Context: an optimization exercise on an open-source flow, tuned for small area. The choices shown serve that exercise and are no tape-out recipe. Only simulation tests tie the RTL to the original design; equivalence was not proved. In every run shown here, the design's own scripts or RTL, not TritonCTS, make the clock network. The clock port is modelled as an ideal driver, which makes a skipped or thinned clock tree look cheaper than it is; a real chip needs a root buffer or a tree. Power and IR drop assume default switching activity.

`design.v`:
```
module counterState(sel,r_end,y_end,g_end,cur_A,cur_B,clk,
                    last_sel,r,y,g,cnt_A,cnt_B);
	input [2:0]sel;
	input [6:0]r_end,y_end,g_end;
	input [6:0]cur_A,cur_B;
	input clk;
	output reg [2:0]last_sel;
	output reg [6:0]r,y,g;
	output reg [6:0]cnt_A,cnt_B;
	always@(posedge clk) begin
		last_sel<=sel;
		r<=r_end;
		y<=y_end;
		g<=g_end;
		cnt_A<=cur_A-1;
		cnt_B<=cur_B-1;
	end
endmodule
module counterLight(sel,r_end,y_end,g_end,clk,counter_A,counter_B);
	input [2:0]sel;
	input [6:0]r_end,y_end,g_end;
	input clk;
	output [6:0]counter_A,counter_B;
	wire [6:0]r,y,g,cnt_A,cnt_B;
	wire [2:0]last_sel;
	counterState state(sel,r_end,y_end,g_end,counter_A,counter_B,clk,
	                   last_sel,r,y,g,cnt_A,cnt_B);
	wire [6:0]w1,w2;
	wire [7:0]c1,c2;
	assign c1[0]=1'b0;
	assign c2[0]=1'b0;
	genvar i;
	generate for(i=0;i<7;i=i+1) begin:add
		assign w1[i]=r[i]^g[i]^c1[i];
		assign c1[i+1]=(r[i]&g[i])|(c1[i]&(r[i]^g[i]));
		assign w2[i]=w1[i]^y[i]^c2[i];
		assign c2[i+1]=(w1[i]&y[i])|(c2[i]&(w1[i]^y[i]));
	end endgenerate
	wire run=(sel==last_sel)&(sel!=3'd7);
	wire s0=~run&(sel==3'd0);
	wire s1=~run&(sel==3'd1);
	wire s2=~run&(sel==3'd2);
	wire s3=~run&(sel==3'd3);
	wire s4=~run&(sel==3'd4);
	wire s5=~run&(sel==3'd5);
	wire s6=~run&(sel==3'd6);
	assign counter_A=({7{run}}&cnt_A)|({7{s0|s3}}&r)|({7{s1}}&w2)|({7{s2}}&w1)|
	                 ({7{s4|s6}}&y)|({7{s5}}&g);
	assign counter_B=({7{run}}&cnt_B)|({7{s0|s6}}&r)|({7{s1|s3}}&y)|({7{s2}}&g)|
	                 ({7{s4}}&w1)|({7{s5}}&w2);
endmodule
```
`flow/run.sh`:
```
#!/bin/bash
# Standard layout with these changes:
#  - the full adders of the standard synthesis get the polarity that needs the
#    fewest inverters (fa_polarity.py), and the combinational logic is then
#    re-mapped for area (flip-flops, full adders and their names kept, remap.tcl);
#  - the port buffers are the smallest buffer, sky130_fd_sc_hd__buf_1;
#  - the clock is three buffers on the port instead of an H-tree (see cts_hook.tcl);
#  - timing-driven global placement does not keep its buffers, and gates off
#    the critical paths are downsized after global routing (RECOVER_POWER).
set -euo pipefail
export GPL_KEEP_OVERFLOW=0 RECOVER_POWER=100
export BUFFER_PORTS_ARGS="-buffer_cell sky130_fd_sc_hd__buf_1"
export PRE_CTS_TCL=$PWD/flow/cts_hook.tcl FLOW_CLOCK_PORT=clk FLOW_CLOCK_BUF=sky130_fd_sc_hd__clkbuf_8 FLOW_CLOCK_NBUF=3
R=$PWD/orfs/results/$FLOW_PLATFORM/counterLight/base

bash standard.sh synth > synth.log 2>&1
cp $R/1_2_yosys.v $R/1_2_yosys.std.v

export LIB=$FLOW_HOME/platforms/$FLOW_PLATFORM/lib/sky130_fd_sc_hd__tt_025C_1v80.lib
python3 flow/fa_polarity.py $R/1_2_yosys.std.v $R/1_2_yosys.pol.v > fa_polarity.log 2>&1
export NETLIST_IN=$R/1_2_yosys.pol.v NETLIST_OUT=$R/1_2_yosys.v TOP=$FLOW_TOP
DONT_USE_ARGS=""
for c in $(sed -n '/^export DONT_USE_CELLS/,/^#/p' $FLOW_HOME/platforms/$FLOW_PLATFORM/config.mk | grep -o 'sky130_fd_sc_hd__[a-z0-9_]*'); do
  DONT_USE_ARGS="$DONT_USE_ARGS -dont_use $c"
done
export DONT_USE_ARGS
export ABC_SCRIPT="+strash;&get,-n;&deepsyn,-J,20,-T,100;&dch,-f;&nf,-R,1000;&put;topo"
yosys -c flow/remap.tcl > remap.log 2>&1
rm -f $R/1_synth.odb $R/1_synth.sdc

bash standard.sh finish > standard.log 2>&1
```
`flow/cts_hook.tcl`:
```
rename clock_tree_synthesis my_unused_clock_tree_synthesis
proc clock_tree_synthesis { args } {
  set block [ord::get_db_block]
  set dbu [$block getDbUnitsPerMicron]
  set clk [$block findNet $::env(FLOW_CLOCK_PORT)]
  set sinks {}
  foreach it [$clk getITerms] {
    set b [[$it getInst] getBBox]
    lappend sinks [list [expr {([$b xMin] + [$b xMax]) / 2.0}] \
                        [expr {([$b yMin] + [$b yMax]) / 2.0}] \
                        "[[$it getInst] getName]/[[$it getMTerm] getName]"]
  }
  set sinks [lsort -real -index 0 $sinks]
  set k $::env(FLOW_CLOCK_NBUF)
  set n [llength $sinks]
  for {set c 0} {$c < $k} {incr c} {
    set part [lrange $sinks [expr {$c * $n / $k}] [expr {($c + 1) * $n / $k - 1}]]
    set sx 0.0
    set sy 0.0
    set pins {}
    foreach s $part {
      set sx [expr {$sx + [lindex $s 0]}]
      set sy [expr {$sy + [lindex $s 1]}]
      lappend pins [get_pins [lindex $s 2]]
    }
    set x [expr {$sx / [llength $part] / $dbu}]
    set y [expr {$sy / [llength $part] / $dbu}]
    puts "flow: clock buffer $c for [llength $part] sinks at ($x, $y)"
    insert_buffer -buffer_cell $::env(FLOW_CLOCK_BUF) -net $::env(FLOW_CLOCK_PORT) \
      -load_pins $pins -buffer_name clkbuf_$c -net_name clknet_$c -location [list $x $y]
  }
  foreach it [$clk getITerms] {
    [[[$it getInst] findITerm X] getNet] setSigType CLOCK
  }
  set_propagated_clock [all_clocks]
}
```
`flow/fa_polarity.py`:
```
#!/usr/bin/env python3
"""Choose the polarity of each full adder in a mapped netlist.

A full adder is self-dual: inverting its three inputs inverts both outputs.
Yosys's extract_fa picks the polarity of each adder it finds on its own, which
leaves inverters between chained adders and between flip-flops and adders.
This script picks, for every sky130 fa cell, whether to use it inverted, so
that as few adder inputs as possible need an inverter from a flip-flop, port,
half adder or other full adder. A flipped adder gets explicit inversions on
its pins ("assign" statements); the re-mapping that follows (remap.tcl) merges
them into the surrounding logic. The function of the netlist is unchanged.

usage: fa_polarity.py IN.v OUT.v
"""
import itertools
import re
import sys

src = open(sys.argv[1]).read()
inst_re = re.compile(r'^(\s*)(sky130_fd_sc_hd__\w+)\s+(\S+)\s*\((.*?)\);', re.M | re.S)
pin_re = re.compile(r'\.(\w+)\(\s*(.*?)\s*\)\s*(?=,|$)', re.S)

insts = []
for m in inst_re.finditer(src):
    pins = {p: n.strip() for p, n in pin_re.findall(m.group(4))}
    insts.append((m.group(2), m.group(3), pins, m.span()))

OUTS = ('X', 'Y', 'Q', 'SUM', 'COUT')
drv = {}
for t, name, pins, _ in insts:
    for p, n in pins.items():
        if p in OUTS:
            drv[n] = (t, name, p)

def is_inv(t):
    return re.match(r'sky130_fd_sc_hd__(clk)?inv_\d+$', t) is not None

def is_buf(t):
    return re.match(r'sky130_fd_sc_hd__(clk)?buf_\d+$', t) is not None

def trace(net):
    """Follow inverters and buffers back; return (source, parity)."""
    par = 0
    for _ in range(100):
        d = drv.get(net)
        if d is None:
            return ('port', net), par
        t, name, _p = d
        pins = next(i[2] for i in insts if i[1] == name)
        if is_inv(t):
            par ^= 1
            net = pins['A']
        elif is_buf(t):
            net = pins['A']
        elif '__fa_' in t:
            return ('fa', name), par
        elif '__ha_' in t or '__df' in t:
            return ('fixed', name), par
        else:
            return None, par
    return None, par

fas = [i for i in insts if '__fa_' in i[0]]
names = [i[1] for i in fas]
edges = []   # (this fa, source fa or None, parity)
for t, name, pins, _ in fas:
    for p in ('A', 'B', 'CIN'):
        s, par = trace(pins[p])
        if s is None:
            continue
        if s[0] == 'port' and re.match(r"\d+'b", s[1]):
            continue
        edges.append((name, s[1] if s[0] == 'fa' else None, par))

def cost(flip):
    c = 0
    for n, s, par in edges:
        c += par ^ flip[n] ^ (flip[s] if s else 0)
    return c

best = None
if len(names) <= 20:
    for bits in itertools.product((0, 1), repeat=len(names)):
        f = dict(zip(names, bits))
        k = cost(f)
        if best is None or k < best[0]:
            best = (k, f)
else:
    f = {n: 0 for n in names}
    best = (cost(f), f)
    improved = True
    while improved:
        improved = False
        for n in names:
            f[n] ^= 1
            k = cost(f)
            if k < best[0]:
                best = (k, dict(f))
                improved = True
            else:
                f[n] ^= 1
flip = best[1]
print(f"fa_polarity: {len(names)} full adders, inverted inputs {cost({n: 0 for n in names})} -> {best[0]}, "
      f"flipped {sum(flip.values())}")

out = []
pos = 0
extra = []
k = 0
for t, name, pins, (a, b) in insts:
    if '__fa_' not in t or not flip.get(name):
        continue
    body = src[a:b]
    for p, n in pins.items():
        ref = n + ' ' if n.startswith('\\') else n  # escaped names end at a space
        w = f"fapol_{k}"
        k += 1
        extra.append(f"  wire {w};\n")
        if p in OUTS:
            extra.append(f"  assign {ref} = ~{w};\n")
        else:
            extra.append(f"  assign {w} = ~{ref};\n")
        body = re.sub(r'(\.' + p + r'\()\s*' + re.escape(n) + r'\s*\)', r'\g<1>' + w + ')', body)
    out.append(src[pos:a])
    out.append(body)
    pos = b
out.append(src[pos:])
res = ''.join(out)
i = res.rindex('endmodule')
res = res[:i] + ''.join(extra) + res[i:]
open(sys.argv[2], 'w').write(res)
```
`flow/remap.tcl`:
```
# Re-map the combinational logic of the standard synthesis netlist for area.
# Flip-flops and full adders stay as the standard synthesis made them
# (same instances, same names); everything else is handed to abc again.
yosys read_liberty -ignore_miss_func $::env(LIB)
yosys read_verilog $::env(NETLIST_IN)
yosys hierarchy -top $::env(TOP)
yosys setattr -mod -set keep_hierarchy 1 sky130_fd_sc_hd__dfxtp_1 sky130_fd_sc_hd__fa_1
yosys rename -hide c:* t:sky130_fd_sc_hd__dfxtp_1 %d
yosys flatten
yosys simplemap
yosys opt -purge
yosys cd $::env(TOP)
yosys abc -liberty $::env(LIB) {*}$::env(DONT_USE_ARGS) -script $::env(ABC_SCRIPT)
yosys cd
yosys opt_clean -purge
yosys stat -liberty $::env(LIB)
yosys blackbox sky130_fd_sc_hd__*

yosys write_verilog -noattr $::env(NETLIST_OUT)
```
`standard.sh`:
```
#!/bin/bash
# synth_recipe.tcl (not shown) runs the flow's synth.tcl, then flattens the netlist and writes it again
# the make line also repeats each setting of config.mk as NAME=value (left out here)
make -C /OpenROAD-flow-scripts/flow DESIGN_CONFIG=/design/flow/config.mk WORK_HOME=/design/flow/orfs CLKGATE_MAP_FILE= SYNTH_SCRIPT=/design/flow/synth_recipe.tcl "${@:-finish}"
```
`config.mk`:
```
export PLATFORM = sky130hd
export DESIGN_NAME = counterLight
export DESIGN_NICKNAME = counterLight
export VERILOG_FILES = /design/flow/design.v
export SDC_FILE = /design/flow/constraint.sdc
export NUM_CORES = 4
export LEC_CHECK = 0
export CAP_MARGIN = 20
export CORE_MARGIN = 2
export CORE_UTILIZATION = 40
export GPL_TIMING_DRIVEN = 1
export SETUP_SLACK_MARGIN = 0.05
export SLEW_MARGIN = 20
```
`constraint.sdc`:
```
create_clock -name core_clock -period 5.0 [get_ports {clk}]
set_input_delay 1.0000 -clock core_clock [delete_from_list [all_inputs] [get_ports {clk}]]
set_output_delay 1.0000 -clock core_clock [all_outputs]
set_load 0.01 [all_outputs]
```
==> flow_summary.ini, run 1 <==
[worst_setup_path]
critical-path-max-stage-delay_ps = 480
regToRegEndpoint = state.cnt_B[6]
reg2reg_slack_ps = 910
worstSetupStartpoint = state.g[0]
critPathKind = register to primary output
path_cells = and2_4 > fa_2 > fa_2 > fa_2 > fa_2 > fa_2 > fa_1 > a222oi_1 > nand2_1 > a21oi_2 > clkinv_1 > clkbuf_2
critPathSlowestCell = fa_1
required_ps = 4000
endpoint_kind = primary output
start_kind = register
ff2ff_path_depth = 14
worst_ep_arrival_time_ps = 3910
worst_path_most_repeated_cell = fa_2
cp-endpoint = counter_B[5]
path_max_fanout = 3
r2r-start = state.g[0]

[pwr]
p_per_area_mw_per_mm2 = 365
power_frac_comb_pct = 33.8
power_frac_clock_pct = 17.3
p_switching_mw = 0.238
p_leak_nw = 0.789
p_int_mw = 0.528
ir_drop_mv = 0.318
switching_share_pct = 31.1
seqPwrFrac_pct = 48.9

[outcome]
status = finished clean

[detailed_routing]
vias = 1502
final_antenna_net_count = 0
routed_wl_mm = 4.37
first_pass_iters = 6
drc = 0
drtIter0Drc = 204
wl_per_cell_um = 16.9
via_per_inst = 5.80

[logic_synthesis]
yosysWarnings = 1
syn_area_mm2 = 0.00166
avgSynthCellArea_um2 = 10.8
synth_cells = 154
syn_nets = 189

[sta]
hold_viol_final = 0
finalMaxSlewViolations = 0
clock.fmax_mhz = 204
setup_viol = 0
clock_skew_ps = 14.3
relSlewSlack_pct = 31.7
rsz0062_at_grt = true
min_period_ps = 4910
layout_worst_path_cycle_share_pct = 98.2
tightestPinTransition_ps = 1020

[cts]
hold_buffers = 0
clkSlewWorstSetupHoldPaths_ps = 90
clkLatencyLatePin_ps = 150

[global_routing]
grt-ovfl-total = 0
track_usage_pct = 19.9
use_met1_pct = 23.6
top_usage_layer = met2
grt_pass1_wl_mm = 7.04
grt_util_met2_pct = 37.6
grt_pass1_vias = 1505
use_met3_pct = 1.81
grt_max_degree = 14
antenna_found_initial = 0

[finish]
fin_cells = 259
syn2layout_area_growth_pct = 26.4
post-route-util_pct = 52.5
final.fill_count = 372
nets = 246
diodes = 0
drive_gt1_share_pct = 18.2

[hold_path]
hp-class = register to register

[die]
ioPinCount = 39
die-area_mm2 = 0.00469
fp-row-count = 23
core_area_mm2 = 0.00400
die_w_um = 68.5
start_util_pct = 41.5
chipHeight_um = 68.5

[run]
maxCapViolations = 0

[placement]
hpwl_mm = 3.16
dp.cells = 245
port_buffers = 38
gp_congestion = 0.807
-- stage by stage --
step / power [mW] / TNS, ps / hold WS [ps] / setup WS (ps) / instance area [um^2]
2_1_floorplan: 0.536 / 0 / 612 / 85.9 / 1670
3_3_place_gp: 0.596 / -17700 / 621 / -1490 / 1870
3_5_place_dp: 0.608 / -170 / 615 / -169 / 1930
4_1_cts: 0.759 / 0 / 630 / 31.4 / 2060
5_1_grt: 0.819 / -60.8 / 693 / -60.8 / 2100
6_report: 0.766 / 0 / 636 / 89.8 / 2100
-- sequential cells by signal (all words and copies together) (netlist names) --
signal,count
state.last_sel,3
state.cnt_A,7
state.cnt_B,7
state.r,7
state.g,7
state.y,7
-- per-layer routing --
| metal | vias to the layer above | wire, um |
|---|---|---|
| met3 | 8 | 340 |
| met4 | 0 | 88 |
| li1 | 692 | - |
| met1 | 728 | 1620 |
| met5 | - | 0 |
| met2 | 74 | 2320 |
-- critical path: cells and delay by family (launching register included) --
| family | cells | cell delay, ps |
|---|---|---|
| buffers and inverters | 2 | 210 |
| AO/OA/AOI/OAI | 2 | 480 |
| flip-flops | 1 | 330 |
| AND/OR/NAND/NOR | 2 | 270 |
| adder cells (fa/ha/maj) | 6 | 2470 |
-- timing repair --
action                                  4_1_cts  5_1_grt
endpoints found under the setup margin        5        7
pin swaps                                     6       10
setup buffers                                 6        5
resized for setup                            14        5
cloned                                        0        0
-- how the worst min path moves through the flow --
stage	startpoint	end	slack, ps	cells past startpoint
after detailed placement	state.cnt_B[6]	state.cnt_B[6]	620	3
after global routing	state.cnt_B[1]	state.cnt_B[1]	690	4
final	state.cnt_B[2]	state.cnt_B[2]	640	3
after CTS	state.cnt_B[6]	state.cnt_B[6]	630	3
after floorplan	state.cnt_B[1]	state.cnt_B[1]	610	3
after global placement	state.cnt_A[6]	state.cnt_A[6]	620	3
-- power groups by stage --
stage | Sequential [mW] | Combinational (mW) | Clock (mW)
3_3_place_gp | 0.382 | 0.214 | 0
2_1_floorplan | 0.373 | 0.162 | 0
3_5_place_dp | 0.381 | 0.227 | 0
4_1_cts | 0.375 | 0.248 | 0.136
6_report | 0.375 | 0.259 | 0.133
5_1_grt | 0.381 | 0.289 | 0.149
-- cell usage in the layout, fill, tap and decap left out, types with 2 or more instances in the layout --
cell type,n
clkbuf_8,3
buf_4,13
buf_1,34
dfxtp_2,2
a22o_1,2
nand3_1,7
clkinv_1,5
nand2_1,19
xor2_1,6
nor3b_2,2
dfxtp_1,36
nor3_1,2
a221o_1,4
xnor2_1,11
nor2_1,8
clkbuf_1,3
fa_2,9
nand2b_1,3
a22oi_1,11
a222oi_1,13
a21oi_1,2
-- cell type report, clock buffers not listed --
class	instances	area [um^2]	share of cell area, %
multi-input combinational	111	968	46.1
tap	50	62.6	2.98
timing repair buffer	52	246	11.7
inverter	5	18.8	0.893
sequential	38	763	36.3
==> run 2, diff against run 1 <==
--- a/design.v
+++ b/design.v
@@ -25,16 +25,19 @@
 	wire [2:0]last_sel;
 	counterState state(sel,r_end,y_end,g_end,counter_A,counter_B,clk,
 	                   last_sel,r,y,g,cnt_A,cnt_B);
-	wire [6:0]w1,w2;
-	wire [7:0]c1,c2;
+	wire [6:0]w1,w2,s;
+	wire [7:0]c1,k,c2;
 	assign c1[0]=1'b0;
+	assign k[0]=1'b0;
 	assign c2[0]=1'b0;
 	genvar i;
 	generate for(i=0;i<7;i=i+1) begin:add
 		assign w1[i]=r[i]^g[i]^c1[i];
 		assign c1[i+1]=(r[i]&g[i])|(c1[i]&(r[i]^g[i]));
-		assign w2[i]=w1[i]^y[i]^c2[i];
-		assign c2[i+1]=(w1[i]&y[i])|(c2[i]&(w1[i]^y[i]));
+		assign s[i]=r[i]^g[i]^y[i];
+		assign k[i+1]=(r[i]&g[i])|(y[i]&(r[i]^g[i]));
+		assign w2[i]=s[i]^k[i]^c2[i];
+		assign c2[i+1]=(s[i]&k[i])|(c2[i]&(s[i]^k[i]));
 	end endgenerate
 	wire run=(sel==last_sel)&(sel!=3'd7);
 	wire s0=~run&(sel==3'd0);
--- a/flow/run.sh
+++ b/flow/run.sh
@@ -4,13 +4,13 @@
 #    fewest inverters (fa_polarity.py), and the combinational logic is then
 #    re-mapped for area (flip-flops, full adders and their names kept, remap.tcl);
 #  - the port buffers are the smallest buffer, sky130_fd_sc_hd__buf_1;
-#  - the clock is three buffers on the port instead of an H-tree (see cts_hook.tcl);
+#  - the clock is two buffers on the port instead of an H-tree (see cts_hook.tcl);
 #  - timing-driven global placement does not keep its buffers, and gates off
 #    the critical paths are downsized after global routing (RECOVER_POWER).
 set -euo pipefail
 export GPL_KEEP_OVERFLOW=0 RECOVER_POWER=100
 export BUFFER_PORTS_ARGS="-buffer_cell sky130_fd_sc_hd__buf_1"
-export PRE_CTS_TCL=$PWD/flow/cts_hook.tcl FLOW_CLOCK_PORT=clk FLOW_CLOCK_BUF=sky130_fd_sc_hd__clkbuf_8 FLOW_CLOCK_NBUF=3
+export PRE_CTS_TCL=$PWD/flow/cts_hook.tcl FLOW_CLOCK_PORT=clk FLOW_CLOCK_BUF=sky130_fd_sc_hd__clkbuf_8 FLOW_CLOCK_NBUF=2
 R=$PWD/orfs/results/$FLOW_PLATFORM/counterLight/base
 
 bash standard.sh synth > synth.log 2>&1
--- a/config.mk
+++ b/config.mk
@@ -5,9 +5,9 @@
 export SDC_FILE = /design/flow/constraint.sdc
 export NUM_CORES = 4
 export LEC_CHECK = 0
-export CAP_MARGIN = 20
+export CAP_MARGIN = 0
 export CORE_MARGIN = 2
 export CORE_UTILIZATION = 40
 export GPL_TIMING_DRIVEN = 1
 export SETUP_SLACK_MARGIN = 0.05
-export SLEW_MARGIN = 20
+export SLEW_MARGIN = 0
==> run 2 against run 1 <==
  * Combinational power shrank 13%
  * Synthesized cell count grew 6.5%
  * Critical path depth is the same
  * Highest routed layer unchanged
  * Via count shrank 1.3%
  * Critical path type unchanged
==> flow_summary.ini, run 2 <==
[pwr]
p_leak_nw = 0.774
power.total_mw = 0.722
ir_drop_mv = 0.229
p_per_area_mw_per_mm2 = 355

[die]
fp-row-count = 24
ioPinCount = 39
core_area_mm2 = 0.00429
chipHeight_um = 70.4
die_w_um = 70.4
die-area_mm2 = 0.00495
start_util_pct = 41.0

[sta]
hold_viol_final = 0
layout_worst_path_cycle_share_pct = 94.4
fin_ws_ps = 280
rsz0062_at_grt = false
min_period_ps = 4720
clock.fmax_mhz = 212
tightestPinTransition_ps = 1150
setup-tns-final_ps = 0
whs_ps = 636
setup_viol = 0
finalMaxSlewViolations = 0
relSlewSlack_pct = 22.5
clock_skew_ps = 13.2

[cts]
clkLatencyLatePin_ps = 180
clkSlewWorstSetupHoldPaths_ps = 120
hold_buffers = 0

[placement]
hpwl_mm = 3.18
port_buffers = 38
dp.cells = 254
preCtsSetupSlack_ps = 191
place_area_mm2 = 0.00198
gp_congestion = 0.793

[logic_synthesis]
syn_area_mm2 = 0.00176
syn_nets = 204
synth_cells = 164
avgSynthCellArea_um2 = 10.7
yosysWarnings = 1

[finish]
final.fill_count = 436
regArea_um2 = 763
nets = 248
layout_commonest_cell = dfxtp_1
multi_input_area_um2 = 988
mostFrequentLayoutCells = dfxtp_1, buf_1, nand2_1, a222oi_1, fa_1
syn2layout_area_growth_pct = 15.6
fin_cells = 258
diodes = 0
drive_gt1_share_pct = 4.85
design_area_mm2 = 0.00204
post-route-util_pct = 47.4

[detailed_routing]
top_layer_used = met4
wl_met3_um = 292
drtIter0Drc = 133
drc = 0
via_per_inst = 5.75
wl_met2_mm = 2.15
final_antenna_net_count = 0
routed_wl_mm = 4.28
first_pass_iters = 6
vias = 1483
wl_per_cell_um = 16.6
met1_length_mm = 1.76

[global_routing]
grt_pass1_vias = 1507
grt_pass1_wl_mm = 7.20
grt-ovfl-total = 0
antenna_found_initial = 0
grt_max_degree = 20
track_usage_pct = 17.8

[worst_setup_path]
start_kind = register
critPathKind = register to primary output
endpoint_kind = primary output
required_ps = 4000
reg2reg_slack_ps = 1180
worst_ep_arrival_time_ps = 3720
path_max_fanout = 4

[hold_path]
hp-class = register to register

[outcome]
status = finished clean

[run]
maxCapViolations = 0
-- run 2: changes by cell type in the layout (fill, tap and decap cells not counted), sizes merged, moves of 5 or more --
cell	change
a22oi	-5
a222oi	+8
xnor2	-5
nand3	-6
buf	-11
fa	+5
nand2	+5
-- run 2: critical path, cell delays in order (launching register included) --
cell      delay [ps]
dfxtp_2          370
fa_1             490
and2_1           200
fa_1             380
fa_1             390
fa_2             350
fa_2             350
xor2_1           170
xnor2_1          170
clkinv_1         100
a222oi_1         300
nand2_1          110
buf_1            150
-- run 2: layout make-up, clock buffers not listed --
| class | count | share of cell area (%) |
|---|---|---|
| Tap cell | 52 | 3.20 |
| Inverter | 9 | 1.66 |
| Sequential cell | 38 | 37.5 |
| Multi-Input combinational cell | 117 | 48.6 |
| Timing Repair Buffer | 40 | 7.74 |
-- run 2: path summary, 6_finish.rpt --
kind	cells after the start	startpoint	to
setup / recovery	12	state.r[1]	counter_B[6]
setup reg to reg	13	state.r[1]	state.cnt_B[6]
hold / removal	3	state.cnt_B[5]	state.cnt_B[5]
hold reg to reg	3	state.cnt_B[5]	state.cnt_B[5]
-- run 2: repair_timing --
action | in CTS | in global routing
setup endpoints to repair | 0 | 4
resized for setup | 0 | 8
setup buffers | 0 | 2
-- run 2: where the power goes --
part / leakage [nW] / internal (mW) / switching [mW]
sequential: 0.320 / 0.353 / 0.0249
clock: 0.0144 / 0.0376 / 0.0797
combinational: 0.439 / 0.0968 / 0.129
-- run 2: routing by layer --
| metal | vias to the layer above | global-route usage (%) |
|---|---|---|
| li1 | 703 | - |
| met1 | 709 | 23.6 |
| met2 | 64 | 30.5 |
| met3 | 7 | 2.31 |
| met4 | 0 | 4.70 |
| met5 | - | 0 |
==> run 3, diff against run 2 <==
--- a/config.mk
+++ b/config.mk
@@ -7,7 +7,7 @@
 export LEC_CHECK = 0
 export CAP_MARGIN = 0
 export CORE_MARGIN = 2
-export CORE_UTILIZATION = 40
+export CORE_UTILIZATION = 55
 export GPL_TIMING_DRIVEN = 1
 export SETUP_SLACK_MARGIN = 0.05
 export SLEW_MARGIN = 0
==> run 3 against run 2 <==
  * Power down 0.98%
  * Maximum frequency grew 0.44%
  * Register-to-register slack improved by 80 ps
  * Via count is 0.27% lower
  * Critical path depth unchanged
  * Synthesized cell count is the same
  * Cell count shrank 3.9%
  * Global-route usage is 4.8 points higher
  * Hold slack worse by 24 ps
  * Sequential cell count unchanged
  * Die area shrank 26%
  * Clock power decreased by 4%
  * Critical path type unchanged
  * Critical endpoint is now counter_A[6]
==> flow_summary.ini, run 3 <==
[global_routing]
grt_pass1_vias = 1342
track_usage_pct = 22.6
grt_pass1_wl_mm = 6.32
antenna_found_initial = 0
grt-ovfl-total = 0
grt_max_degree = 20

[die]
start_util_pct = 57.7
fp-row-count = 20
core_area_mm2 = 0.00305
chipHeight_um = 60.6
die_w_um = 60.6
ioPinCount = 39
die-area_mm2 = 0.00367

[worst_setup_path]
worst_path_most_repeated_cell = fa_1
critical-path-max-stage-delay_ps = 510
path_max_fanout = 4
start_kind = register
critPathSlowestCell = fa_1
path_cells = fa_1 > and2_4 > fa_1 > fa_2 > fa_1 > fa_2 > xor2_1 > xnor2_1 > clkinv_1 > a222oi_1 > nand2_1 > clkbuf_2
required_ps = 4000
worst_ep_arrival_time_ps = 3700
endpoint_kind = primary output
crit_family = adder cells
worst-path-buf-inv = 2
critPathKind = register to primary output

[logic_synthesis]
syn_nets = 204
synth_cells = 164
syn_area_mm2 = 0.00176
avgSynthCellArea_um2 = 10.7
yosysWarnings = 1

[outcome]
status = finished clean

[finish]
layout_commonest_cell = dfxtp_1
syn2layout_area_growth_pct = 14.4
drive_gt1_share_pct = 5.39
regArea_um2 = 764
diodes = 0
nets = 246
multi_input_area_um2 = 991
final.fill_count = 260
mostFrequentLayoutCells = dfxtp_1, buf_1, nand2_1, a222oi_1, fa_1

[run]
maxCapViolations = 0

[pwr]
p_leak_nw = 0.769
p_per_area_mw_per_mm2 = 355
ir_drop_mv = 0.265

[sta]
tightestPinTransition_ps = 1130
clock.fmax_mhz = 213
min_period_ps = 4700
finalMaxSlewViolations = 0
relSlewSlack_pct = 24.1
whs_ps = 612
layout_worst_path_cycle_share_pct = 94.0
setup_viol = 0
rsz0062_at_grt = false
hold_viol_final = 0
fin_ws_ps = 301
clock_skew_ps = 15.6

[cts]
clkSlewWorstSetupHoldPaths_ps = 120
postCtsSetupRepairBufs = 0
clkLatencyLatePin_ps = 170

[detailed_routing]
drtIter0Drc = 211
wl_per_cell_um = 16.0
drc = 0
first_pass_iters = 6
via_per_inst = 5.96
routed_wl_mm = 3.96
final_antenna_net_count = 0
vias = 1479

[hold_path]
hp-class = register to register

[placement]
hpwl_mm = 2.95
port_buffers = 38
preCtsSetupSlack_ps = -292
gp_congestion = 0.833
[run 3: per-stage QoR]
stage / std cells / util, % / power, mW / instance area, um^2 / TNS, ps
2_1_floorplan: 164 / - / 0.536 / 1760 / 0
3_3_place_gp: 246 / 64.2 / 0.598 / 1960 / -2070
3_5_place_dp: 246 / 64.3 / 0.604 / 1960 / -1190
4_1_cts: 248 / 65.4 / 0.713 / 2000 / 0
5_1_grt: 248 / 66.0 / 0.764 / 2020 / 0
6_report: 248 / 66.0 / 0.715 / 2020 / 0
[run 3: final timing paths]
check,from,endpoint,slack [ps],cells after the start
min,state.cnt_B[6],state.cnt_B[6],610,3
max,state.g[1],counter_A[6],300,12
max reg2reg,state.last_sel[0],state.cnt_A[6],1260,14
min reg2reg,state.cnt_B[6],state.cnt_B[6],610,3
[run 3: routing by layer]
metal / vias up / GRT usage, % / share of wire [%]
li1: 696 / - / -
met1: 713 / 33.4 / 44
met2: 66 / 36.1 / 49
met3: 4 / 2.35 / 6.2
met4: 0 / 4.97 / 0.76
met5: - / 0 / 0
[run 3: area by class of cell, clock buffers not listed]
class                      count  share of cell area, %
tap                           44                   2.73
sequential                    38                   37.9
inverter                       9                   1.68
multi-input combinational    117                   49.2
timing repair buffer          38                   7.14
[run 3: what timing repair did]
action | 4_1_cts | 5_1_grt
pin swaps | 0 | 5
hold buffers | 0 | 0
resized for setup | 1 | 11
setup endpoints to repair | 14 | 4
[run 3: where the power goes]
| group | leakage, nW | internal [mW] | switching [mW] | total (mW) |
|---|---|---|---|---|
| clock | 0.0144 | 0.0374 | 0.0744 | 0.112 |
| sequential | 0.320 | 0.354 | 0.0259 | 0.380 |
| combinational | 0.434 | 0.0941 | 0.129 | 0.223 |
| total | 0.769 | 0.485 | 0.230 | 0.715 |
[run 3: worst reg2reg max path, delay by kind of cell, from the launching register on]
family,cells,cell delay [ps]
AO/OA/AOI/OAI,4,1600
AND/OR/NAND/NOR,7,1260
flip-flops,1,360
buffers and inverters,2,270
XOR/XNOR,1,140

-- what the ideal ports hide --
The results above use ideal ports. As a check the final layouts listed here were re-extracted and re-timed, cells and wires unchanged. Step 1 assumes that a clkbuf_16 drives the clock port and a buf_2 every other input. Step 2 also shifts input and output timing later by t, the mid clock arrival at the registers, as if the neighbouring blocks saw the same clock. Three values: ideal, step 1, step 2; two values: the first two.
run | t (ns) | setup WS [ns] | cell pins on the clock port's net
run 1 | 0.182 | 0.090 / 0.047 / 0.230 | 3
run 2 | 0.206 | 0.280 / 0.243 / 0.441 | 2
run 3 | 0.195 | 0.301 / 0.269 / 0.411 | 2
After both steps setup and hold are still met in every run listed.
